Source: an optimization exercise on an open RTL-to-GDS flow (aim: small area). Production flows keep margins and buffers that such runs may drop.
The RTL was checked by simulation tests, not by an equivalence proof against the original design.
Power figures rest on the tool's default switching activity, not on a simulated workload.

[design/flow/flow/resynth.abc]
strash
&get -n
&deepsyn -T 90
&put
&get -n
&dch -f
&nf -R 1000
&put
[design/flow/flow/run.sh]
#!/bin/bash
# Own layout flow: the standard synthesis, its combinational logic re-mapped
# for area (flip-flops untouched), then the standard ORFS layout with the
# port buffers made of the smallest buffer cell.
set -euo pipefail
WORK=$PWD
FLOWDIR=$WORK/flow
R=$WORK/orfs/results/$FLOW_PLATFORM/display_top/base

bash standard.sh synth > $WORK/std_synth.log 2>&1

cp $R/1_2_yosys.v $WORK/std_netlist.v
LIB=$FLOW_HOME/platforms/sky130hd/lib/sky130_fd_sc_hd__tt_025C_1v80.lib
DU=$(cat $FLOWDIR/dont_use.txt)
LIB_FILE=$LIB STD_NETLIST=$WORK/std_netlist.v OUT_NETLIST=$WORK/resynth_netlist.v \
  ABC_SCRIPT=$FLOWDIR/resynth.abc DONT_USE_ARGS="$DU" RESYNTH_STAT=$WORK/resynth_stat.txt \
  yosys -c $FLOWDIR/resynth.tcl > $WORK/resynth.log 2>&1
cp $WORK/resynth_netlist.v $R/1_2_yosys.v
rm -f $R/1_synth.odb $R/1_synth.sdc

bash standard.sh "BUFFER_PORTS_ARGS=-buffer_cell sky130_fd_sc_hd__buf_1" finish > $WORK/std_layout.log 2>&1
[design/flow/standard.sh]
#!/bin/bash
# synth_recipe.tcl (not shown) runs the flow's synth.tcl, then flattens the netlist and writes it again
# the make line also repeats each setting of config.mk as NAME=value (left out here)
make -C /OpenROAD-flow-scripts/flow DESIGN_CONFIG=/design/flow/config.mk WORK_HOME=/design/flow/orfs CLKGATE_MAP_FILE= SYNTH_SCRIPT=/design/flow/synth_recipe.tcl "${@:-finish}"
[design/flow/constraint.sdc]
create_clock -name core_clock -period 39.7 [get_ports {clk}]
set_input_delay 7.9400 -clock core_clock [delete_from_list [all_inputs] [get_ports {clk}]]
set_output_delay 7.9400 -clock core_clock [all_outputs]
set_load 0.01 [all_outputs]
[design/flow/config.mk]
export PLATFORM = sky130hd
export DESIGN_NAME = display_top
export DESIGN_NICKNAME = display_top
export VERILOG_FILES = /design/flow/design.v
export SDC_FILE = /design/flow/constraint.sdc
export NUM_CORES = 4
export LEC_CHECK = 0
export CAP_MARGIN = 20
export CORE_MARGIN = 2
export CORE_UTILIZATION = 40
export SLEW_MARGIN = 20
[design/flow/flow/dont_use.txt]
-dont_use sky130_fd_sc_hd__lpflow_bleeder_1 -dont_use sky130_fd_sc_hd__lpflow_clkbufkapwr_1 -dont_use sky130_fd_sc_hd__lpflow_clkbufkapwr_16 -dont_use sky130_fd_sc_hd__lpflow_clkbufkapwr_2 -dont_use sky130_fd_sc_hd__lpflow_clkbufkapwr_4 -dont_use sky130_fd_sc_hd__lpflow_clkbufkapwr_8 -dont_use sky130_fd_sc_hd__lpflow_clkinvkapwr_1 -dont_use sky130_fd_sc_hd__lpflow_clkinvkapwr_16 -dont_use sky130_fd_sc_hd__lpflow_clkinvkapwr_2 -dont_use sky130_fd_sc_hd__lpflow_clkinvkapwr_4 -dont_use sky130_fd_sc_hd__lpflow_clkinvkapwr_8 -dont_use sky130_fd_sc_hd__lpflow_decapkapwr_12 -dont_use sky130_fd_sc_hd__lpflow_decapkapwr_3 -dont_use sky130_fd_sc_hd__lpflow_decapkapwr_4 -dont_use sky130_fd_sc_hd__lpflow_decapkapwr_6 -dont_use sky130_fd_sc_hd__lpflow_decapkapwr_8 -dont_use sky130_fd_sc_hd__lpflow_inputiso0n_1 -dont_use sky130_fd_sc_hd__lpflow_inputiso0p_1 -dont_use sky130_fd_sc_hd__lpflow_inputiso1n_1 -dont_use sky130_fd_sc_hd__lpflow_inputiso1p_1 -dont_use sky130_fd_sc_hd__lpflow_inputisolatch_1 -dont_use sky130_fd_sc_hd__lpflow_isobufsrc_1 -dont_use sky130_fd_sc_hd__lpflow_isobufsrc_16 -dont_use sky130_fd_sc_hd__lpflow_isobufsrc_2 -dont_use sky130_fd_sc_hd__lpflow_isobufsrc_4 -dont_use sky130_fd_sc_hd__lpflow_isobufsrc_8 -dont_use sky130_fd_sc_hd__lpflow_isobufsrckapwr_16 -dont_use sky130_fd_sc_hd__lpflow_lsbuf_lh_hl_isowell_tap_1 -dont_use sky130_fd_sc_hd__lpflow_lsbuf_lh_hl_isowell_tap_2 -dont_use sky130_fd_sc_hd__lpflow_lsbuf_lh_hl_isowell_tap_4 -dont_use sky130_fd_sc_hd__lpflow_lsbuf_lh_isowell_4 -dont_use sky130_fd_sc_hd__lpflow_lsbuf_lh_isowell_tap_1 -dont_use sky130_fd_sc_hd__lpflow_lsbuf_lh_isowell_tap_2 -dont_use sky130_fd_sc_hd__lpflow_lsbuf_lh_isowell_tap_4 -dont_use sky130_fd_sc_hd__probe_p_8 -dont_use sky130_fd_sc_hd__probec_p_8 
[design/flow/flow/resynth.tcl]
# Re-maps the combinational logic of the standard synthesis netlist for area.
# The flip-flops stay as they are (same instances, names and cells).
set lib $::env(LIB_FILE)
yosys read_liberty -ignore_miss_func $lib
yosys read_verilog $::env(STD_NETLIST)
yosys hierarchy -top $::env(FLOW_TOP)
foreach ff {dfxtp_1 dfxtp_2 dfxtp_4} {
  yosys setattr -mod -set keep_hierarchy 1 sky130_fd_sc_hd__$ff
}
yosys flatten
yosys opt_clean -purge
yosys select $::env(FLOW_TOP)
yosys abc -liberty $lib {*}$::env(DONT_USE_ARGS) -script $::env(ABC_SCRIPT)
yosys opt_clean -purge
yosys hilomap -singleton -hicell sky130_fd_sc_hd__conb_1 HI -locell sky130_fd_sc_hd__conb_1 LO
yosys insbuf -buf sky130_fd_sc_hd__buf_1 A X
yosys select -clear
yosys tee -o $::env(RESYNTH_STAT) stat -liberty $lib $::env(FLOW_TOP)
yosys select $::env(FLOW_TOP)
yosys write_verilog -noattr -selected $::env(OUT_NETLIST)
[design/flow/design.v]
module graphics(
	input             vgaclk,
	input      [63:0] grid_flat,
	input      [6:0]  x,
	input      [6:0]  y,
	output     [3:0]  red,
	output     [3:0]  green,
	output     [3:0]  blue
);
	wire [3:0] v = grid_flat[{y[5:4], x[5:4], 2'b00} +: 4];
	reg       gv;
	reg [2:0] gi;
	always @* begin
		gv = 1'b1;
		gi = 3'bxxx;
		case ({v, y[3], x[3]})
			6'd4: gi = 3'd0;
			6'd8: gi = 3'd1;
			6'd12: gi = 3'd2;
			6'd16: gi = 3'd3;
			6'd17: gi = 3'd4;
			6'd20: gi = 3'd5;
			6'd21: gi = 3'd0;
			6'd24: gi = 3'd4;
			6'd25: gi = 3'd1;
			6'd28: gi = 3'd3;
			6'd29: gi = 3'd0;
			6'd30: gi = 3'd2;
			6'd32: gi = 3'd0;
			6'd33: gi = 3'd6;
			6'd34: gi = 3'd4;
			6'd36: gi = 3'd6;
			6'd37: gi = 3'd3;
			6'd38: gi = 3'd0;
			6'd40: gi = 3'd3;
			6'd41: gi = 3'd7;
			6'd42: gi = 3'd0;
			6'd43: gi = 3'd1;
			6'd44: gi = 3'd0;
			6'd45: gi = 3'd7;
			6'd46: gi = 3'd1;
			6'd47: gi = 3'd2;
			default: gv = 1'b0;
		endcase
	end
	reg gb;
	always @* begin
		case ({gi, y[2:0], x[2:0]})
			9'd11: gb = 1'b1;
			9'd12: gb = 1'b1;
			9'd18: gb = 1'b1;
			9'd21: gb = 1'b1;
			9'd29: gb = 1'b1;
			9'd36: gb = 1'b1;
			9'd43: gb = 1'b1;
			9'd50: gb = 1'b1;
			9'd51: gb = 1'b1;
			9'd52: gb = 1'b1;
			9'd53: gb = 1'b1;
			9'd76: gb = 1'b1;
			9'd77: gb = 1'b1;
			9'd83: gb = 1'b1;
			9'd85: gb = 1'b1;
			9'd90: gb = 1'b1;
			9'd93: gb = 1'b1;
			9'd98: gb = 1'b1;
			9'd99: gb = 1'b1;
			9'd100: gb = 1'b1;
			9'd101: gb = 1'b1;
			9'd102: gb = 1'b1;
			9'd109: gb = 1'b1;
			9'd117: gb = 1'b1;
			9'd138: gb = 1'b1;
			9'd139: gb = 1'b1;
			9'd140: gb = 1'b1;
			9'd141: gb = 1'b1;
			9'd146: gb = 1'b1;
			9'd149: gb = 1'b1;
			9'd154: gb = 1'b1;
			9'd157: gb = 1'b1;
			9'd162: gb = 1'b1;
			9'd163: gb = 1'b1;
			9'd164: gb = 1'b1;
			9'd165: gb = 1'b1;
			9'd170: gb = 1'b1;
			9'd173: gb = 1'b1;
			9'd178: gb = 1'b1;
			9'd179: gb = 1'b1;
			9'd180: gb = 1'b1;
			9'd181: gb = 1'b1;
			9'd204: gb = 1'b1;
			9'd211: gb = 1'b1;
			9'd212: gb = 1'b1;
			9'd218: gb = 1'b1;
			9'd220: gb = 1'b1;
			9'd228: gb = 1'b1;
			9'd236: gb = 1'b1;
			9'd242: gb = 1'b1;
			9'd243: gb = 1'b1;
			9'd244: gb = 1'b1;
			9'd245: gb = 1'b1;
			9'd266: gb = 1'b1;
			9'd267: gb = 1'b1;
			9'd268: gb = 1'b1;
			9'd269: gb = 1'b1;
			9'd274: gb = 1'b1;
			9'd282: gb = 1'b1;
			9'd290: gb = 1'b1;
			9'd291: gb = 1'b1;
			9'd292: gb = 1'b1;
			9'd293: gb = 1'b1;
			9'd298: gb = 1'b1;
			9'd301: gb = 1'b1;
			9'd306: gb = 1'b1;
			9'd307: gb = 1'b1;
			9'd308: gb = 1'b1;
			9'd309: gb = 1'b1;
			9'd330: gb = 1'b1;
			9'd331: gb = 1'b1;
			9'd332: gb = 1'b1;
			9'd333: gb = 1'b1;
			9'd341: gb = 1'b1;
			9'd349: gb = 1'b1;
			9'd354: gb = 1'b1;
			9'd355: gb = 1'b1;
			9'd356: gb = 1'b1;
			9'd357: gb = 1'b1;
			9'd365: gb = 1'b1;
			9'd370: gb = 1'b1;
			9'd371: gb = 1'b1;
			9'd372: gb = 1'b1;
			9'd373: gb = 1'b1;
			9'd394: gb = 1'b1;
			9'd395: gb = 1'b1;
			9'd396: gb = 1'b1;
			9'd397: gb = 1'b1;
			9'd402: gb = 1'b1;
			9'd410: gb = 1'b1;
			9'd418: gb = 1'b1;
			9'd419: gb = 1'b1;
			9'd420: gb = 1'b1;
			9'd421: gb = 1'b1;
			9'd429: gb = 1'b1;
			9'd434: gb = 1'b1;
			9'd435: gb = 1'b1;
			9'd436: gb = 1'b1;
			9'd437: gb = 1'b1;
			9'd458: gb = 1'b1;
			9'd459: gb = 1'b1;
			9'd460: gb = 1'b1;
			9'd461: gb = 1'b1;
			9'd466: gb = 1'b1;
			9'd469: gb = 1'b1;
			9'd474: gb = 1'b1;
			9'd477: gb = 1'b1;
			9'd482: gb = 1'b1;
			9'd485: gb = 1'b1;
			9'd490: gb = 1'b1;
			9'd493: gb = 1'b1;
			9'd498: gb = 1'b1;
			9'd499: gb = 1'b1;
			9'd500: gb = 1'b1;
			9'd501: gb = 1'b1;
			default: gb = 1'b0;
		endcase
	end
	wire pix = gv & gb;
	wire black = x[6] | y[6] | pix;
	reg [3:0] code;
	always @(posedge vgaclk)
		code <= {v[3] | black, v[2] | black, v[1:0]};
	wire red_hi = (code == 4'd0) | (code == 4'd1) | (code == 4'd2) | (code == 4'd3) | (code == 4'd4) | (code == 4'd10) | (code == 4'd11);
	wire red_lo = (code == 4'd0) | (code == 4'd1) | (code == 4'd2) | (code == 4'd3) | (code == 4'd11);
	wire green_hi = (code == 4'd0) | (code == 4'd2) | (code == 4'd3) | (code == 4'd4) | (code == 4'd5) | (code == 4'd6) | (code == 4'd7) | (code == 4'd8);
	wire green_lo = (code == 4'd0) | (code == 4'd3) | (code == 4'd4) | (code == 4'd5) | (code == 4'd6) | (code == 4'd7);
	wire blue_hi = (code == 4'd0) | (code == 4'd6) | (code == 4'd7) | (code == 4'd8) | (code == 4'd9) | (code == 4'd10) | (code == 4'd11);
	wire blue_lo = (code == 4'd0) | (code == 4'd7) | (code == 4'd8) | (code == 4'd9) | (code == 4'd10) | (code == 4'd11);
	assign red = {red_hi, {3{red_lo}}};
	assign green = {green_hi, {3{green_lo}}};
	assign blue = {blue_hi, {3{blue_lo}}};
endmodule
module vga(
	input            vgaclk,
	input            rst,       
	output reg [6:0] hq,
	output reg [2:0] hr,
	output reg [6:0] vq,
	output reg [2:0] vr,
	output           hsync,
	output           vsync
);
	wire hr_wrap  = (hr == 3'd6);
	wire line_end = (hq == 7'd114) && (hr == 3'd1);
	wire vr_wrap  = (vr == 3'd6);
	wire frame_end = (vq == 7'd74) && vr_wrap;
	always @(posedge vgaclk) begin
		if (!rst || line_end) begin
			hq <= 7'd0;
			hr <= 3'd0;
		end else if (hr_wrap) begin
			hq <= hq + 7'd1;
			hr <= 3'd0;
		end else begin
			hr <= hr + 3'd1;
		end
		if (!rst || (line_end && frame_end)) begin
			vq <= 7'd0;
			vr <= 3'd0;
		end else if (line_end) begin
			if (vr_wrap) begin
				vq <= vq + 7'd1;
				vr <= 3'd0;
			end else begin
				vr <= vr + 3'd1;
			end
		end
	end
	assign hsync = !((hq > 7'd93 && hq < 7'd107) ||
	                 (hq == 7'd93 && hr >= 3'd5) ||
	                 (hq == 7'd107 && hr <= 3'd2));
	assign vsync = !(vq == 7'd70 && vr <= 3'd1);
endmodule
module display_top (
	input         clk,     
	input         rst_n,   
	input  [63:0] grid,
	output        hsync,
	output        vsync,
	output [3:0]  red,
	output [3:0]  green,
	output [3:0]  blue
);
	wire [6:0] hq, vq;
	wire [2:0] hr, vr;
	vga vga1(clk, rst_n, hq, hr, vq, vr, hsync, vsync);
	graphics graphics1(clk, grid, hq, vq, red, green, blue);
endmodule
==> impl_metrics.xml, run 1 <==
<?xml version="1.0" encoding="UTF-8"?>
<metrics>
  <group name="run_status">
    <metric name="run_status" unit="">timing/DRC/antenna clean</metric>
  </group>
  <group name="critical_path">
    <metric name="worstRegToRegCells" unit="">15</metric>
    <metric name="path_class" unit="">in -&gt; reg</metric>
    <metric name="end_kind" unit="">register</metric>
    <metric name="worstPathMaxFanout" unit="">6</metric>
    <metric name="r2r_slack" unit="ps">36190</metric>
    <metric name="worst_r2r_endpoint" unit="">graphics1.code[2]$_DFF_P_</metric>
    <metric name="worstSetupStartpointType" unit="">primary input</metric>
    <metric name="required_time_of_the_critical_path" unit="ps">39850</metric>
    <metric name="critical_path.reg2reg.startpoint" unit="">vga1.vq[4]$_SDFFE_PP0P_</metric>
    <metric name="cp.arrival" unit="ps">10540</metric>
  </group>
  <group name="clock_tree">
    <metric name="worstSkewPairLatency" unit="ps">270</metric>
    <metric name="clock_pin_transition_on_the_worst_setup_and_hold_timing_paths" unit="ps">90</metric>
    <metric name="htree_num_levels" unit="">1</metric>
    <metric name="tritoncts_num_sinks" unit="">24</metric>
    <metric name="cts_hold_buf" unit="">0</metric>
    <metric name="tritoncts.num_buffers" unit="">3</metric>
    <metric name="cts.repair_timing.setup_buffer_count" unit="">0</metric>
    <metric name="root_buffer" unit="">sky130_fd_sc_hd__clkbuf_8</metric>
    <metric name="tritoncts" unit="">yes</metric>
    <metric name="cts.path.max_buffers" unit="">2</metric>
    <metric name="post_cts_resize_count" unit="">0</metric>
  </group>
  <group name="pwr">
    <metric name="largest_voltage_drop_on_the_vdd_net" unit="V">0.0000255</metric>
    <metric name="powerDensity" unit="mW/mm^2">26.3</metric>
    <metric name="power" unit="uW">56.1</metric>
    <metric name="power.leakage" unit="uW">0.000725</metric>
  </group>
  <group name="final_layout">
    <metric name="num-nets-final" unit="">392</metric>
    <metric name="antenna_cells" unit="">0</metric>
    <metric name="area_delta_synth_final" unit="%">23.6</metric>
    <metric name="drive_above_1_share" unit="%">1.23</metric>
  </group>
  <group name="worst_hold_path">
    <metric name="min_path_cells" unit="">1</metric>
    <metric name="hold_end" unit="">vga1.vq[6]$_SDFFE_PP0P_</metric>
    <metric name="worstHoldPathType" unit="">reg -&gt; reg</metric>
    <metric name="min_from" unit="">vga1.vq[6]$_SDFFE_PP0P_</metric>
  </group>
  <group name="sta">
    <metric name="final.setup.worst_slack" unit="ps">29310</metric>
    <metric name="max-slew-margin-rel" unit="%">29.6</metric>
    <metric name="final.period_utilization" unit="%">26.2</metric>
    <metric name="final_max_slew_viol_count" unit="">0</metric>
    <metric name="report.final.setup_viol" unit="">0</metric>
    <metric name="fin_worst_skew" unit="ps">4.15</metric>
    <metric name="fin_setup_tns" unit="ps">0</metric>
    <metric name="final-hold-violation-count" unit="">0</metric>
    <metric name="period_needed" unit="ps">10390</metric>
    <metric name="grt_setup_unrepaired" unit="">false</metric>
    <metric name="worst_slew_pin_slew" unit="ps">1040</metric>
    <metric name="max_freq" unit="MHz">96.3</metric>
  </group>
  <group name="floorplanning">
    <metric name="fp-row-count" unit="">23</metric>
    <metric name="die_height" unit="um">69.7</metric>
    <metric name="boundary_pin_count" unit="">80</metric>
    <metric name="die_footprint" unit="sq mm">0.00485</metric>
    <metric name="design.core.area" unit="sq mm">0.00409</metric>
    <metric name="initial_utilization" unit="%">42.2</metric>
    <metric name="floorplan.die.width" unit="um">69.7</metric>
  </group>
  <group name="grt">
    <metric name="gr-usage-all-layers" unit="%">20.8</metric>
    <metric name="antenna_found_initial" unit="">0</metric>
    <metric name="global_route_wire_length_before_repair" unit="um">8450</metric>
    <metric name="grt_max_degree" unit="">18</metric>
    <metric name="first_global_vias" unit="">1933</metric>
    <metric name="grt_remaining_overflow" unit="">0</metric>
  </group>
  <group name="routing">
    <metric name="drt-initial-drc-count" unit="">153</metric>
    <metric name="postRouteAntennaNets" unit="">0</metric>
    <metric name="finalWirelength" unit="um">4910</metric>
    <metric name="drc" unit="">0</metric>
    <metric name="vias" unit="">2123</metric>
    <metric name="dr.pass1.iters" unit="">7</metric>
    <metric name="drt-vias-per-instance" unit="">5.66</metric>
    <metric name="route.detailed.wl_per_inst" unit="um">13.1</metric>
  </group>
  <group name="flow_run">
    <metric name="cap_violations" unit="">0</metric>
  </group>
  <group name="placed_design">
    <metric name="setup_slack_after_placement" unit="ps">29010</metric>
    <metric name="hpwlAfterDp" unit="um">3890</metric>
    <metric name="port_buffers" unit="">79</metric>
    <metric name="gp_congestion" unit="">0.869</metric>
  </group>
  <group name="logic_synthesis">
    <metric name="yosys_warnings" unit="">2</metric>
    <metric name="net_count_of_the_mapped_netlist" unit="">314</metric>
    <metric name="post_synth_instance_area" unit="sq mm">0.00173</metric>
    <metric name="syn-instance-count" unit="">248</metric>
    <metric name="post_synthesis_mean_instance_area" unit="sq um">6.96</metric>
  </group>
</metrics>
layout by cell type (no fill, tap or decap), types with 4 or more instances in the layout:
cell type	count
sky130_fd_sc_hd__a21oi_1	23
sky130_fd_sc_hd__a222oi_1	12
sky130_fd_sc_hd__a31oi_1	4
sky130_fd_sc_hd__and3_1	6
sky130_fd_sc_hd__buf_1	79
sky130_fd_sc_hd__clkinv_1	4
sky130_fd_sc_hd__dfxtp_1	24
sky130_fd_sc_hd__nand2_1	33
sky130_fd_sc_hd__nand2b_1	4
sky130_fd_sc_hd__nand3_1	15
sky130_fd_sc_hd__nor2_1	31
sky130_fd_sc_hd__nor2b_1	8
sky130_fd_sc_hd__nor3_1	15
sky130_fd_sc_hd__o21ai_0	17
sky130_fd_sc_hd__o22ai_1	4
sky130_fd_sc_hd__or2_0	5
sky130_fd_sc_hd__xnor2_1	4
per-stage QoR:
stage | hold slack (ps) | instance area [sq um] | cells | utilization, %
after CTS | 515 | 2130 | 375 | 52.2
after floorplan | 471 | 1730 | 248 | -
after global routing | 543 | 2130 | 375 | 52.2
final | 516 | 2130 | 375 | 52.2
after global placement | 497 | 2060 | 371 | 50.5
after detailed placement | 501 | 2060 | 371 | 50.5
worst max-delay path, cell delays in order:
cell and delay, ps:
sky130_fd_sc_hd__buf_1 60, sky130_fd_sc_hd__o21ai_0 140, sky130_fd_sc_hd__nor2_1 60, sky130_fd_sc_hd__o21ai_0 60
sky130_fd_sc_hd__o21ai_0 100, sky130_fd_sc_hd__nor3_1 510, sky130_fd_sc_hd__xor2_1 290, sky130_fd_sc_hd__nor2_1 80
sky130_fd_sc_hd__a21oi_1 250, sky130_fd_sc_hd__nor2_1 100, sky130_fd_sc_hd__o21ai_0 130, sky130_fd_sc_hd__o21ai_0 140
sky130_fd_sc_hd__a221oi_1 310, sky130_fd_sc_hd__a31o_1 140, sky130_fd_sc_hd__a21oi_1 50, sky130_fd_sc_hd__o21ai_0 100
sky130_fd_sc_hd__nand3_1 90
how the worst max path moves through the flow:
stage,startpoint,slack [ps],cells past startpoint,endpoint
floorplan,grid[8],29460,16,graphics1.code[2]$_DFF_P_
global placement,grid[8],29100,17,graphics1.code[2]$_DFF_P_
detailed placement,grid[56],29010,17,graphics1.code[2]$_DFF_P_
CTS,grid[56],29310,17,graphics1.code[2]$_DFF_P_
global route,grid[8],28720,17,graphics1.code[2]$_DFF_P_
finish,grid[8],29310,17,graphics1.code[2]$_DFF_P_
report_power, final:
| group | switching (uW) | internal (uW) | leakage (uW) | total [uW] |
|---|---|---|---|---|
| registers | 0.787 | 24.6 | 0.000195 | 25.4 |
| logic | 4.78 | 3.96 | 0.000494 | 8.74 |
| clock network | 8.38 | 13.5 | 0.0000357 | 21.9 |
| total | 13.9 | 42.1 | 0.000725 | 56.1 |
layer usage:
| metal | part of all wire (%) | up-vias | GRT usage, % | routed length (um) |
|---|---|---|---|---|
| met3 | 6.8 | 5 | 4.22 | 332 |
| met2 | 46 | 66 | 36.0 | 2280 |
| met4 | 0.90 | 0 | 4.70 | 44 |
| li1 | - | 1095 | - | - |
| met5 | 0 | - | 0 | 0 |
| met1 | 46 | 957 | 26.5 | 2260 |
flip-flops by register name, summed over array words and instances, names as in the netlist:
name and flops:
graphics1.code 4, vga1.hq 7, vga1.hr 3, vga1.vq 7, vga1.vr 3
cell type report:
cell class                 instances  area, sq um
fill                             419         1950
multi-input combinational        214         1210
sequential                        24          480
timing repair buffer              79          297
tap                               50         62.6
clock buffer                       3         41.3
clock inverter                     1         30.0
inverter                           4         15.0
==> inputs of run 2 (changes only) <==
--- a/design/flow/flow/run.sh
+++ b/design/flow/flow/run.sh
@@ -18,4 +18,6 @@
 cp $WORK/resynth_netlist.v $R/1_2_yosys.v
 rm -f $R/1_synth.odb $R/1_synth.sdc
 
-bash standard.sh "BUFFER_PORTS_ARGS=-buffer_cell sky130_fd_sc_hd__buf_1" finish > $WORK/std_layout.log 2>&1
+bash standard.sh "BUFFER_PORTS_ARGS=-buffer_cell sky130_fd_sc_hd__buf_1" \
+  "CTS_ARGS=-repair_clock_nets -dont_use_dummy_load -buf_list sky130_fd_sc_hd__clkbuf_8 -root_buf sky130_fd_sc_hd__clkbuf_8" \
+  finish > $WORK/std_layout.log 2>&1
==> run 2 against run 1 <==
Effect of this change:
- still clean
- non-clock buffer count stayed put
- combinational power decreased by 4.7%
- critical path depth is 1 lower
- die area rose by 0.34%
- first-iteration DRC count rose by 16%
- register-to-register slack got worse by 70 ps
- synthesized cell count is 3.2% higher
- via count grew 0.47%
- total power down 14%
- cell area decreased by 1.1%
- synthesized area increased by 0.36%
- critical endpoint unchanged
- largest cell class unchanged
==> impl_metrics.xml, run 2 <==
<?xml version="1.0" encoding="UTF-8"?>
<metrics>
  <group name="worst_hold_path">
    <metric name="worstHoldPathType" unit="">reg -&gt; reg</metric>
    <metric name="hold_end" unit="">vga1.vr[0]$_SDFFE_PP0P_</metric>
    <metric name="min_path_cells" unit="">2</metric>
    <metric name="min_from" unit="">vga1.vr[0]$_SDFFE_PP0P_</metric>
  </group>
  <group name="final_layout">
    <metric name="layout_top_registers" unit="">vga1.hq x7, vga1.vq x7, graphics1.code x4</metric>
    <metric name="most-common-layout-cells" unit="">79 x sky130_fd_sc_hd__buf_1, 42 x sky130_fd_sc_hd__nor2_1, 40 x sky130_fd_sc_hd__nand2_1</metric>
    <metric name="area_delta_synth_final" unit="%">21.8</metric>
    <metric name="num-fill-cells" unit="">436</metric>
    <metric name="multi_input_area" unit="sq mm">0.00122</metric>
    <metric name="final_cell_count_no_fill" unit="">382</metric>
    <metric name="antenna_cells" unit="">0</metric>
    <metric name="drive_above_1_share" unit="%">0.904</metric>
    <metric name="commonest_non_fill_non_tap_cell_in_the_layout" unit="">sky130_fd_sc_hd__buf_1</metric>
    <metric name="sequential_cell_area" unit="sq um">480</metric>
    <metric name="num-nets-final" unit="">400</metric>
  </group>
  <group name="critical_path">
    <metric name="worstRegToRegCells" unit="">16</metric>
    <metric name="cp.arrival" unit="ps">10690</metric>
    <metric name="end_kind" unit="">register</metric>
    <metric name="critical_path.cell_chain" unit="">buf_1, o21ai_0, nor3_1, or4_1, or2_0, and2_0, nor2_1, xor2_1, nor2_1, nor2_1, a22oi_1, xnor2_1, a22oi_1, o22ai_1, nand2_1, o211ai_1</metric>
    <metric name="r2r_slack" unit="ps">36120</metric>
    <metric name="critPathMaxStageDelay" unit="ps">590</metric>
    <metric name="critical_path.reg2reg.startpoint" unit="">vga1.vq[5]$_SDFFE_PP0P_</metric>
    <metric name="worstPathMaxFanout" unit="">4</metric>
    <metric name="path_class" unit="">in -&gt; reg</metric>
    <metric name="worst_r2r_endpoint" unit="">graphics1.code[2]$_DFF_P_</metric>
    <metric name="cp_top_family" unit="">simple AND/OR/NAND/NOR gates</metric>
    <metric name="timing.critical_path.buf_inv" unit="">1</metric>
    <metric name="required_time_of_the_critical_path" unit="ps">39890</metric>
    <metric name="worstSetupStartpointType" unit="">primary input</metric>
    <metric name="crit_path_top_delay_cell" unit="">sky130_fd_sc_hd__or4_1</metric>
    <metric name="worst-path-stages" unit="">16</metric>
    <metric name="crit_top_cell" unit="">sky130_fd_sc_hd__nor2_1</metric>
  </group>
  <group name="clock_tree">
    <metric name="worstSkewPairLatency" unit="ps">280</metric>
    <metric name="cts.path.max_buffers" unit="">2</metric>
    <metric name="clock_pin_transition_on_the_worst_setup_and_hold_timing_paths" unit="ps">90</metric>
    <metric name="cts_hold_buf" unit="">0</metric>
    <metric name="tritoncts_num_sinks" unit="">24</metric>
    <metric name="root_buffer" unit="">sky130_fd_sc_hd__clkbuf_8</metric>
    <metric name="tritoncts.num_buffers" unit="">3</metric>
    <metric name="cts.repair_timing.setup_buffer_count" unit="">0</metric>
    <metric name="htree_num_levels" unit="">1</metric>
    <metric name="post_cts_resize_count" unit="">0</metric>
    <metric name="tritoncts" unit="">yes</metric>
  </group>
  <group name="routing">
    <metric name="drt-vias-per-instance" unit="">5.58</metric>
    <metric name="finalWirelength" unit="um">5010</metric>
    <metric name="vias" unit="">2133</metric>
    <metric name="drt-initial-drc-count" unit="">178</metric>
    <metric name="drc" unit="">0</metric>
    <metric name="route.detailed.wl_per_inst" unit="um">13.1</metric>
    <metric name="dr.pass1.iters" unit="">4</metric>
    <metric name="postRouteAntennaNets" unit="">0</metric>
  </group>
  <group name="logic_synthesis">
    <metric name="post_synth_instance_area" unit="sq mm">0.00173</metric>
    <metric name="yosys_warnings" unit="">2</metric>
    <metric name="post_synthesis_mean_instance_area" unit="sq um">6.76</metric>
    <metric name="syn-instance-count" unit="">256</metric>
    <metric name="net_count_of_the_mapped_netlist" unit="">322</metric>
  </group>
  <group name="sta">
    <metric name="fin_worst_skew" unit="ps">13.0</metric>
    <metric name="final.period_utilization" unit="%">26.4</metric>
    <metric name="max-slew-margin-rel" unit="%">45.5</metric>
    <metric name="fin_setup_tns" unit="ps">0</metric>
    <metric name="final-hold-violation-count" unit="">0</metric>
    <metric name="grt_setup_unrepaired" unit="">false</metric>
    <metric name="final.setup.worst_slack" unit="ps">29200</metric>
    <metric name="report.final.setup_viol" unit="">0</metric>
    <metric name="final_max_slew_viol_count" unit="">0</metric>
    <metric name="period_needed" unit="ps">10500</metric>
    <metric name="worst_slew_pin_slew" unit="ps">810</metric>
    <metric name="max_freq" unit="MHz">95.2</metric>
  </group>
  <group name="floorplanning">
    <metric name="die_height" unit="um">69.8</metric>
    <metric name="boundary_pin_count" unit="">80</metric>
    <metric name="fp-row-count" unit="">23</metric>
    <metric name="initial_utilization" unit="%">42.4</metric>
    <metric name="floorplan.die.width" unit="um">69.8</metric>
    <metric name="die_footprint" unit="sq mm">0.00487</metric>
    <metric name="design.core.area" unit="sq mm">0.00409</metric>
  </group>
  <group name="pwr">
    <metric name="largest_voltage_drop_on_the_vdd_net" unit="V">0.0000178</metric>
    <metric name="power.leakage" unit="uW">0.000701</metric>
    <metric name="powerDensity" unit="mW/mm^2">22.9</metric>
  </group>
  <group name="run_status">
    <metric name="run_status" unit="">timing/DRC/antenna clean</metric>
  </group>
  <group name="grt">
    <metric name="gr-usage-all-layers" unit="%">20.6</metric>
    <metric name="antenna_found_initial" unit="">0</metric>
    <metric name="global_route_wire_length_before_repair" unit="um">8530</metric>
    <metric name="grt_max_degree" unit="">15</metric>
    <metric name="grt_remaining_overflow" unit="">0</metric>
    <metric name="first_global_vias" unit="">1966</metric>
  </group>
  <group name="placed_design">
    <metric name="gp_congestion" unit="">0.880</metric>
    <metric name="placedCellCount" unit="">379</metric>
    <metric name="port_buffers" unit="">79</metric>
    <metric name="setup_slack_after_placement" unit="ps">28950</metric>
    <metric name="hpwlAfterDp" unit="um">3960</metric>
  </group>
  <group name="flow_run">
    <metric name="cap_violations" unit="">0</metric>
  </group>
</metrics>
run 2: changes by cell type in the layout (fill, tap and decap cells not counted), sizes merged, moves of 3 or more:
cell   previous run  this run
a22oi             0         4
o22ai             4         7
o21ai            17         9
nand2            33        40
a21oi            23        14
nor2             31        42
and2              2         7
run 2: report_power, final:
group	total [uW]	switching (uW)	leakage, uW	internal (uW)
registers	25.3	0.701	0.000195	24.6
logic	8.33	4.57	0.000484	3.77
clock network	14.8	7.96	0.0000216	6.81
run 2: stage by stage:
| stage | cell area (sq um) | hold WS (ps) | total power [uW] | util [%] |
|---|---|---|---|---|
| 6_report | 2110 | 517 | 48.4 | 51.6 |
| 5_1_grt | 2110 | 555 | 51.0 | 51.6 |
| 4_1_cts | 2110 | 514 | 48.7 | 51.6 |
| 3_5_place_dp | 2070 | 495 | 34.2 | 50.6 |
| 3_3_place_gp | 2070 | 487 | 34.1 | 50.6 |
| 2_1_floorplan | 1730 | 452 | 30.5 | - |
run 2: final cells by class:
class | count | area share, %
clock buffer | 3 | 1.96
tap | 50 | 2.97
sequential | 24 | 22.8
inverter | 3 | 0.534
timing repair buffer | 79 | 14.1
multi-input combinational | 223 | 57.7
run 2: how the worst max path moves through the flow:
stage	startpoint	end	slack, ps
after floorplan	grid[20]	graphics1.code[2]$_DFF_P_	29280
after global placement	grid[20]	graphics1.code[2]$_DFF_P_	29020
after detailed placement	grid[20]	graphics1.code[2]$_DFF_P_	28950
after CTS	grid[20]	graphics1.code[2]$_DFF_P_	29210
after global routing	grid[20]	graphics1.code[2]$_DFF_P_	28910
final	grid[20]	graphics1.code[2]$_DFF_P_	29200
run 2: worst min-delay path: cells and delay by family (launching register included):
kind / cells / cell delay [ps]
AND/OR/NAND/NOR: 2 / 150
flip-flops: 1 / 330
run 2: metal layers:
layer | vias to the layer above | global-route usage, % | routed length [um] | share of wire, %
li1 | 1098 | - | - | -
met3 | 9 | 4.65 | 237 | 4.7
met4 | 0 | 2.99 | 43 | 0.86
met1 | 977 | 26.8 | 2280 | 46
met2 | 49 | 35.6 | 2450 | 49
met5 | - | 0 | 0 | 0
==> inputs of run 3 (changes only) <==
--- a/design/flow/flow/run.sh
+++ b/design/flow/flow/run.sh
@@ -19,5 +19,5 @@
 rm -f $R/1_synth.odb $R/1_synth.sdc
 
 bash standard.sh "BUFFER_PORTS_ARGS=-buffer_cell sky130_fd_sc_hd__buf_1" \
-  "CTS_ARGS=-repair_clock_nets -dont_use_dummy_load -buf_list sky130_fd_sc_hd__clkbuf_8 -root_buf sky130_fd_sc_hd__clkbuf_8" \
+  "CTS_ARGS=-sink_clustering_enable -sink_clustering_size 30 -sink_clustering_max_diameter 300 -repair_clock_nets -dont_use_dummy_load -buf_list sky130_fd_sc_hd__clkbuf_8 -root_buf sky130_fd_sc_hd__clkbuf_8" \
   finish > $WORK/std_layout.log 2>&1
==> run 3 against run 2 <==
Effect of this change:
- synthesized area did not move
- critical endpoint unchanged
- die area did not move
- clock power about the same
- fmax did not move
- final cell count unchanged
- count of clock-buffer cells in the layout did not move
- synthesized cell count unchanged
- worst setup slack did not move
- hold slack unchanged
- global-route usage did not move
- critical path depth did not move
- still clean on timing, DRC and antenna
- utilization is the same
==> impl_metrics.xml, run 3 <==
<?xml version="1.0" encoding="UTF-8"?>
<metrics>
  <group name="run_status">
    <metric name="run_status" unit="">timing/DRC/antenna clean</metric>
  </group>
  <group name="final_layout">
    <metric name="most-common-layout-cells" unit="">79 x sky130_fd_sc_hd__buf_1, 42 x sky130_fd_sc_hd__nor2_1, 40 x sky130_fd_sc_hd__nand2_1</metric>
    <metric name="antenna_cells" unit="">0</metric>
    <metric name="multi_input_area" unit="sq mm">0.00122</metric>
    <metric name="layout_top_registers" unit="">vga1.hq x7, vga1.vq x7, graphics1.code x4</metric>
    <metric name="area_delta_synth_final" unit="%">21.8</metric>
    <metric name="num-fill-cells" unit="">436</metric>
    <metric name="num-nets-final" unit="">400</metric>
    <metric name="drive_above_1_share" unit="%">0.904</metric>
    <metric name="commonest_non_fill_non_tap_cell_in_the_layout" unit="">sky130_fd_sc_hd__buf_1</metric>
    <metric name="final_cell_count_no_fill" unit="">382</metric>
    <metric name="sequential_cell_area" unit="sq um">480</metric>
    <metric name="post-route-util" unit="%">51.6</metric>
  </group>
  <group name="clock_tree">
    <metric name="clock_pin_transition_on_the_worst_setup_and_hold_timing_paths" unit="ps">90</metric>
    <metric name="tritoncts_num_sinks" unit="">24</metric>
    <metric name="root_buffer" unit="">sky130_fd_sc_hd__clkbuf_8</metric>
    <metric name="cts_hold_buf" unit="">0</metric>
    <metric name="tritoncts" unit="">yes</metric>
    <metric name="post_cts_resize_count" unit="">0</metric>
    <metric name="worstSkewPairLatency" unit="ps">280</metric>
    <metric name="cts.repair_timing.setup_buffer_count" unit="">0</metric>
    <metric name="tritoncts.num_buffers" unit="">3</metric>
    <metric name="cts.path.max_buffers" unit="">2</metric>
    <metric name="htree_num_levels" unit="">1</metric>
  </group>
  <group name="pwr">
    <metric name="share_clk_of_total_power" unit="%">30.5</metric>
    <metric name="power.leakage" unit="uW">0.000701</metric>
    <metric name="p_switching" unit="uW">13.2</metric>
    <metric name="largest_voltage_drop_on_the_vdd_net" unit="V">0.0000178</metric>
    <metric name="power" unit="uW">48.4</metric>
    <metric name="intPower" unit="uW">35.2</metric>
    <metric name="combinational_group_share_of_total_power" unit="%">17.2</metric>
    <metric name="share_seq_of_total_power" unit="%">52.3</metric>
    <metric name="powerDensity" unit="mW/mm^2">22.9</metric>
    <metric name="p_sw_share" unit="%">27.3</metric>
  </group>
  <group name="worst_hold_path">
    <metric name="worstHoldPathType" unit="">reg -&gt; reg</metric>
    <metric name="min_from" unit="">vga1.vr[0]$_SDFFE_PP0P_</metric>
  </group>
  <group name="floorplanning">
    <metric name="initial_utilization" unit="%">42.4</metric>
    <metric name="die_footprint" unit="sq mm">0.00487</metric>
    <metric name="die_height" unit="um">69.8</metric>
    <metric name="boundary_pin_count" unit="">80</metric>
    <metric name="floorplan.die.width" unit="um">69.8</metric>
    <metric name="fp-row-count" unit="">23</metric>
    <metric name="design.core.area" unit="sq mm">0.00409</metric>
  </group>
  <group name="sta">
    <metric name="final.period_utilization" unit="%">26.4</metric>
    <metric name="grt_setup_unrepaired" unit="">false</metric>
    <metric name="fin_worst_skew" unit="ps">13.0</metric>
    <metric name="max_freq" unit="MHz">95.2</metric>
    <metric name="worst_slew_pin_slew" unit="ps">810</metric>
    <metric name="period_needed" unit="ps">10500</metric>
    <metric name="fin_setup_tns" unit="ps">0</metric>
    <metric name="max-slew-margin-rel" unit="%">45.5</metric>
    <metric name="final-hold-violation-count" unit="">0</metric>
    <metric name="final_max_slew_viol_count" unit="">0</metric>
    <metric name="report.final.setup_viol" unit="">0</metric>
    <metric name="final.setup.worst_slack" unit="ps">29200</metric>
  </group>
  <group name="grt">
    <metric name="grt_max_degree" unit="">15</metric>
    <metric name="gr-usage-all-layers" unit="%">20.6</metric>
    <metric name="antenna_found_initial" unit="">0</metric>
    <metric name="global_route_wire_length_before_repair" unit="um">8530</metric>
    <metric name="grt_remaining_overflow" unit="">0</metric>
    <metric name="first_global_vias" unit="">1966</metric>
  </group>
  <group name="critical_path">
    <metric name="critPathMaxStageDelay" unit="ps">590</metric>
    <metric name="cp.arrival" unit="ps">10690</metric>
    <metric name="critical_path.reg2reg.startpoint" unit="">vga1.vq[5]$_SDFFE_PP0P_</metric>
    <metric name="path_class" unit="">in -&gt; reg</metric>
    <metric name="end_kind" unit="">register</metric>
    <metric name="crit_top_cell" unit="">sky130_fd_sc_hd__nor2_1</metric>
    <metric name="required_time_of_the_critical_path" unit="ps">39890</metric>
    <metric name="critical_path.cell_chain" unit="">buf_1, o21ai_0, nor3_1, or4_1, or2_0, and2_0, nor2_1, xor2_1, nor2_1, nor2_1, a22oi_1, xnor2_1, a22oi_1, o22ai_1, nand2_1, o211ai_1</metric>
    <metric name="worstPathMaxFanout" unit="">4</metric>
    <metric name="worstSetupStartpointType" unit="">primary input</metric>
    <metric name="timing.critical_path.from" unit="">grid[20]</metric>
    <metric name="crit_path_top_delay_cell" unit="">sky130_fd_sc_hd__or4_1</metric>
  </group>
  <group name="placed_design">
    <metric name="port_buffers" unit="">79</metric>
    <metric name="placedCellCount" unit="">379</metric>
    <metric name="hpwlAfterDp" unit="um">3960</metric>
    <metric name="gp_congestion" unit="">0.880</metric>
    <metric name="setup_slack_after_placement" unit="ps">28950</metric>
  </group>
  <group name="routing">
    <metric name="route.detailed.wl_per_inst" unit="um">13.1</metric>
    <metric name="finalWirelength" unit="um">5010</metric>
    <metric name="dr.pass1.iters" unit="">4</metric>
    <metric name="postRouteAntennaNets" unit="">0</metric>
    <metric name="vias" unit="">2133</metric>
    <metric name="drc" unit="">0</metric>
    <metric name="drt-vias-per-instance" unit="">5.58</metric>
    <metric name="drt-initial-drc-count" unit="">178</metric>
  </group>
  <group name="logic_synthesis">
    <metric name="net_count_of_the_mapped_netlist" unit="">322</metric>
    <metric name="syn-instance-count" unit="">256</metric>
    <metric name="post_synth_instance_area" unit="sq mm">0.00173</metric>
    <metric name="yosys_warnings" unit="">2</metric>
    <metric name="post_synthesis_mean_instance_area" unit="sq um">6.76</metric>
  </group>
  <group name="flow_run">
    <metric name="cap_violations" unit="">0</metric>
  </group>
</metrics>
-- run 3: path summary, 6_finish.rpt --
kind                                    end  slack, ps  depth (start not counted)
setup / recovery  graphics1.code[2]$_DFF_P_      29200                         16
hold / removal      vga1.vr[0]$_SDFFE_PP0P_        520                          2
setup reg to reg  graphics1.code[2]$_DFF_P_      36120                         16
hold reg to reg     vga1.vr[0]$_SDFFE_PP0P_        520                          2
-- run 3: area by class of cell --
type	instances	area share, %
clock buffer	3	1.96
inverter	3	0.534
multi-input combinational	223	57.7
sequential	24	22.8
tap	50	2.97
timing repair buffer	79	14.1
-- run 3: power groups by stage --
| stage | logic (uW) | registers, uW | clock network [uW] |
|---|---|---|---|
| after floorplan | 4.83 | 25.7 | 0 |
| after global placement | 8.24 | 25.9 | 0 |
| after detailed placement | 8.31 | 25.9 | 0 |
| after CTS | 8.37 | 25.3 | 15.0 |
| after global routing | 9.57 | 25.4 | 16.0 |
| final | 8.33 | 25.3 | 14.8 |
-- run 3: metrics by stage --
step                cell area [sq um]  hold slack, ps
floorplan                        1730             452
global placement                 2070             487
detailed placement               2070             495
CTS                              2110             514
global route                     2110             555
finish                           2110             517
-- run 3: critical path: cells and delay by family --
kind / cells / cell delay [ps]
AO/OA/AOI/OAI: 5 / 830
buffers and inverters: 1 / 70
AND/OR/NAND/NOR: 8 / 1640
XOR/XNOR: 2 / 230
-- run 3: per-layer routing --
layer | routed length [um] | global-route usage (%)
met2 | 2450 | 35.6
met4 | 43 | 2.99
met5 | 0 | 0
met3 | 237 | 4.65
met1 | 2280 | 26.8
==> inputs of run 4 (changes only) <==
==> design/flow/run.sh (new file) <==
#!/bin/bash
# synth_recipe.tcl (not shown) runs the flow's synth.tcl, then flattens the netlist and writes it again
# the make line also repeats each setting of config.mk as NAME=value (left out here)
make -C /OpenROAD-flow-scripts/flow DESIGN_CONFIG=/design/flow/config.mk WORK_HOME=/design/flow/orfs CLKGATE_MAP_FILE= SYNTH_SCRIPT=/design/flow/synth_recipe.tcl finish
removed: design/flow/flow/run.sh
removed: design/flow/flow/dont_use.txt
removed: design/flow/flow/resynth.abc
removed: design/flow/flow/resynth.tcl
removed: design/flow/standard.sh
==> run 4 against run 3 <==
Effect of this change:
- highest routed layer unchanged
- first-iteration DRC count is 38% lower
- sequential power hardly changed
- hold slack worse by 1.3 ps
- critical path depth is 5 lower
- sequential cell count stayed put
- clock skew down 8.7 ps
- synthesized cell count up 25%
- non-clock buffer count is 1 higher
==> impl_metrics.xml, run 4 <==
<?xml version="1.0" encoding="UTF-8"?>
<metrics>
  <group name="run_status">
    <metric name="run_status" unit="">timing/DRC/antenna clean</metric>
  </group>
  <group name="clock_tree">
    <metric name="tritoncts_num_sinks" unit="">24</metric>
    <metric name="cts.path.max_buffers" unit="">2</metric>
    <metric name="cts_hold_buf" unit="">0</metric>
    <metric name="root_buffer" unit="">sky130_fd_sc_hd__clkbuf_8</metric>
    <metric name="clock_pin_transition_on_the_worst_setup_and_hold_timing_paths" unit="ps">100</metric>
    <metric name="tritoncts" unit="">yes</metric>
    <metric name="cts.repair_timing.setup_buffer_count" unit="">0</metric>
    <metric name="htree_num_levels" unit="">1</metric>
    <metric name="worstSkewPairLatency" unit="ps">280</metric>
    <metric name="post_cts_resize_count" unit="">0</metric>
    <metric name="tritoncts.num_buffers" unit="">3</metric>
  </group>
  <group name="final_layout">
    <metric name="antenna_cells" unit="">0</metric>
    <metric name="post-route-util" unit="%">53.9</metric>
    <metric name="most-common-layout-cells" unit="">79 x sky130_fd_sc_hd__clkdlybuf4s50_1, 34 x sky130_fd_sc_hd__nor2_1, 27 x sky130_fd_sc_hd__nand2_1</metric>
    <metric name="area_delta_synth_final" unit="%">28.3</metric>
    <metric name="sequential_cell_area" unit="sq um">480</metric>
    <metric name="stdcell_area" unit="sq mm">0.00346</metric>
    <metric name="layout_top_registers" unit="">vga1.hq x7, vga1.vq x7, graphics1.code x4</metric>
    <metric name="num-nets-final" unit="">461</metric>
    <metric name="num-fill-cells" unit="">594</metric>
    <metric name="multi_input_area" unit="sq mm">0.00195</metric>
    <metric name="drive_above_1_share" unit="%">8.00</metric>
    <metric name="commonest_non_fill_non_tap_cell_in_the_layout" unit="">sky130_fd_sc_hd__clkdlybuf4s50_1</metric>
  </group>
  <group name="worst_hold_path">
    <metric name="min_path_cells" unit="">1</metric>
    <metric name="worstHoldPathType" unit="">reg -&gt; reg</metric>
  </group>
  <group name="grt">
    <metric name="first_global_vias" unit="">2406</metric>
    <metric name="global_route_wire_length_before_repair" unit="um">12000</metric>
    <metric name="gr-usage-all-layers" unit="%">20.0</metric>
    <metric name="antenna_found_initial" unit="">0</metric>
    <metric name="grt_max_degree" unit="">22</metric>
    <metric name="grt_remaining_overflow" unit="">0</metric>
  </group>
  <group name="critical_path">
    <metric name="crit_top_cell" unit="">sky130_fd_sc_hd__a21o_1</metric>
    <metric name="critical_path.cell_chain" unit="">clkdlybuf4s50_1, mux4_1, a22oi_1, and3_1, inv_4, a211oi_1, o21ai_1, a21o_1, a21o_1, a311oi_1, o31ai_1</metric>
    <metric name="required_time_of_the_critical_path" unit="ps">39860</metric>
    <metric name="critPathMaxStageDelay" unit="ps">500</metric>
    <metric name="cp.arrival" unit="ps">10950</metric>
    <metric name="crit_path_top_delay_cell" unit="">sky130_fd_sc_hd__mux4_1</metric>
    <metric name="worstPathMaxFanout" unit="">12</metric>
    <metric name="end_kind" unit="">register</metric>
    <metric name="worstSetupStartpointType" unit="">primary input</metric>
    <metric name="worstRegToRegCells" unit="">10</metric>
    <metric name="path_class" unit="">in -&gt; reg</metric>
  </group>
  <group name="routing">
    <metric name="finalWirelength" unit="um">7310</metric>
    <metric name="dr.pass1.iters" unit="">5</metric>
    <metric name="drc" unit="">0</metric>
    <metric name="drt-vias-per-instance" unit="">5.71</metric>
    <metric name="drt-initial-drc-count" unit="">110</metric>
    <metric name="postRouteAntennaNets" unit="">0</metric>
    <metric name="route.detailed.wl_per_inst" unit="um">16.2</metric>
    <metric name="vias" unit="">2582</metric>
  </group>
  <group name="logic_synthesis">
    <metric name="yosys_warnings" unit="">2</metric>
    <metric name="synth_enable_flop_cells" unit="">0</metric>
    <metric name="post_synthesis_mean_instance_area" unit="sq um">8.46</metric>
    <metric name="synth_area_leaders" unit="">sky130_fd_sc_hd__dfxtp_1 18%, sky130_fd_sc_hd__ha_1 8.8%, sky130_fd_sc_hd__mux4_1 6.8%</metric>
    <metric name="post-synth-top-count-cell" unit="">sky130_fd_sc_hd__nor2_1</metric>
    <metric name="syn-instance-count" unit="">319</metric>
    <metric name="yosys_register_bits" unit="">24</metric>
    <metric name="net_count_of_the_mapped_netlist" unit="">404</metric>
    <metric name="dominant_synthesized_flop_cell" unit="">sky130_fd_sc_hd__dfxtp_1</metric>
    <metric name="synth_largest_area_cell" unit="">sky130_fd_sc_hd__dfxtp_1</metric>
    <metric name="synth_top_cells_by_count" unit="">34 x sky130_fd_sc_hd__nor2_1, 27 x sky130_fd_sc_hd__nand2_1, 24 x sky130_fd_sc_hd__dfxtp_1</metric>
    <metric name="synth-async-reset-ratio" unit="%">0</metric>
    <metric name="synth.top_cell.area_share" unit="%">17.8</metric>
    <metric name="synth.yosys.seq_area_share" unit="%">17.8</metric>
    <metric name="post_synth_num_cell_types" unit="">61</metric>
    <metric name="post_synth_instance_area" unit="sq mm">0.00270</metric>
  </group>
  <group name="pwr">
    <metric name="powerDensity" unit="mW/mm^2">19.5</metric>
    <metric name="power.leakage" unit="uW">0.00120</metric>
    <metric name="power" unit="uW">67.7</metric>
    <metric name="largest_voltage_drop_on_the_vdd_net" unit="V">0.0000149</metric>
  </group>
  <group name="placed_design">
    <metric name="placement.cell_area" unit="sq mm">0.00339</metric>
    <metric name="hpwlAfterDp" unit="um">5810</metric>
    <metric name="port_buffers" unit="">79</metric>
    <metric name="gp_congestion" unit="">0.861</metric>
  </group>
  <group name="floorplanning">
    <metric name="die_footprint" unit="sq mm">0.00742</metric>
    <metric name="floorplan.die.width" unit="um">86.2</metric>
    <metric name="fp-row-count" unit="">29</metric>
    <metric name="initial_utilization" unit="%">42.0</metric>
    <metric name="boundary_pin_count" unit="">80</metric>
    <metric name="die_height" unit="um">86.2</metric>
    <metric name="design.core.area" unit="sq mm">0.00642</metric>
  </group>
  <group name="sta">
    <metric name="worst_slew_pin_slew" unit="ps">891</metric>
    <metric name="report.final.setup_viol" unit="">0</metric>
    <metric name="final.period_utilization" unit="%">27.2</metric>
    <metric name="grt_setup_unrepaired" unit="">false</metric>
    <metric name="final-hold-violation-count" unit="">0</metric>
    <metric name="fin_worst_skew" unit="ps">4.24</metric>
    <metric name="max-slew-margin-rel" unit="%">40.5</metric>
    <metric name="final_max_slew_viol_count" unit="">0</metric>
    <metric name="fin_setup_tns" unit="ps">0</metric>
    <metric name="period_needed" unit="ps">10790</metric>
    <metric name="max_freq" unit="MHz">92.7</metric>
  </group>
  <group name="flow_run">
    <metric name="cap_violations" unit="">0</metric>
  </group>
</metrics>
==> run 4: metal layers <==
layer  global-route usage (%)  vias to the layer above  wire [um]
met5                        0                        -          0
li1                         -                     1287          -
met4                     5.92                        0        148
met2                     32.1                       80       3400
met3                     3.08                       16        263
met1                     27.8                     1199       3500
==> run 4: logic make-up (layout without fill, tap and decap cells) <==
family | after synthesis | after routing | synth area share (%)
and+or+nand+nor | 113 | 113 | 20.5
adders and majority gates | 19 | 19 | 8.80
AOI/OAI and AO/OA | 79 | 79 | 21.4
DFF | 24 | 24 | 17.8
buffers and inverters | 46 | 102 | 10.1
xor gates and xnor gates | 13 | 13 | 4.22
muxes | 25 | 25 | 17.2
==> run 4: area by class of cell <==
cell class | count | area share, %
multi-input cells | 249 | 56.2
repair buffers | 80 | 23.0
clock buffers | 3 | 1.19
clock inverters | 1 | 0.867
well taps | 77 | 2.78
flip-flops and latches | 24 | 13.9
inverters | 18 | 2.02
==> run 4: final timing paths <==
check                                                 end               startpoint  slack, ps
worst max-delay path            graphics1.code[3]$_DFF_P_                  grid[1]      28910
worst min register to register      vga1.hr[0]$_SDFF_PP0_    vga1.hr[0]$_SDFF_PP0_        520
worst min-delay path                vga1.hr[0]$_SDFF_PP0_    vga1.hr[0]$_SDFF_PP0_        520
worst max register to register  graphics1.code[3]$_DFF_P_  vga1.hq[5]$_SDFFE_PP0P_      36130
==> run 4: critical path: cells and delay by family <==
family	cells	cell delay, ps
mux	1	500
buf+inv	2	530
compound gates	7	1610
simple gates	1	370
==> run 4: report_power, final <==
group | internal, uW | leakage [uW] | switching, uW
clock | 13.5 | 0.0000357 | 9.23
combinational | 12.3 | 0.000971 | 7.10
sequential | 24.7 | 0.000195 | 0.889
==> run 4: per-stage QoR <==
step	hold slack, ps	instances	worst slack [ps]
3_5_place_dp	505	448	28640
2_1_floorplan	463	319	29470
5_1_grt	550	452	28700
4_1_cts	519	452	28940
6_report	515	452	28910
3_3_place_gp	497	448	28760

-- static timing again, ports no longer ideal --
The results above use ideal ports. As a check the final layouts listed here were re-extracted and re-timed, cells and wires unchanged. Step 1 (the two cells are an assumption about what drives the block):
set clk [get_ports {clk}]
set_driving_cell -lib_cell sky130_fd_sc_hd__clkbuf_16 $clk
set_driving_cell -lib_cell sky130_fd_sc_hd__buf_2 [delete_from_list [all_inputs] $clk]
Step 2 times the ports against the registers' clock, not the clock port: input delays grow and output delays shrink by t, the midpoint of the rising clock arrivals with the driver on. Three values: ideal ports, drivers, drivers and shift; two values: the first two.
| run | t (ns) | setup WS [ns] | clock arrival spread, ns | cell pins on the clock port's net |
|---|---|---|---|---|
| run 1 | 0.298 | 29.314 / 29.318 / 29.020 | 0.004 / 0.004 | 1 |
| run 2 | 0.292 | 29.200 / 29.202 / 28.909 | 0.013 / 0.013 | 1 |
| run 3 | 0.292 | 29.200 / 29.202 / 28.909 | 0.013 / 0.013 | 1 |
| run 4 | 0.306 | 28.908 / 28.913 / 28.607 | 0.004 / 0.004 | 1 |
After both steps setup and hold are still met in every run listed. The setup slack of run 4, which loses most, moves by +0.005 ns with the drivers and by -0.301 ns with both steps.
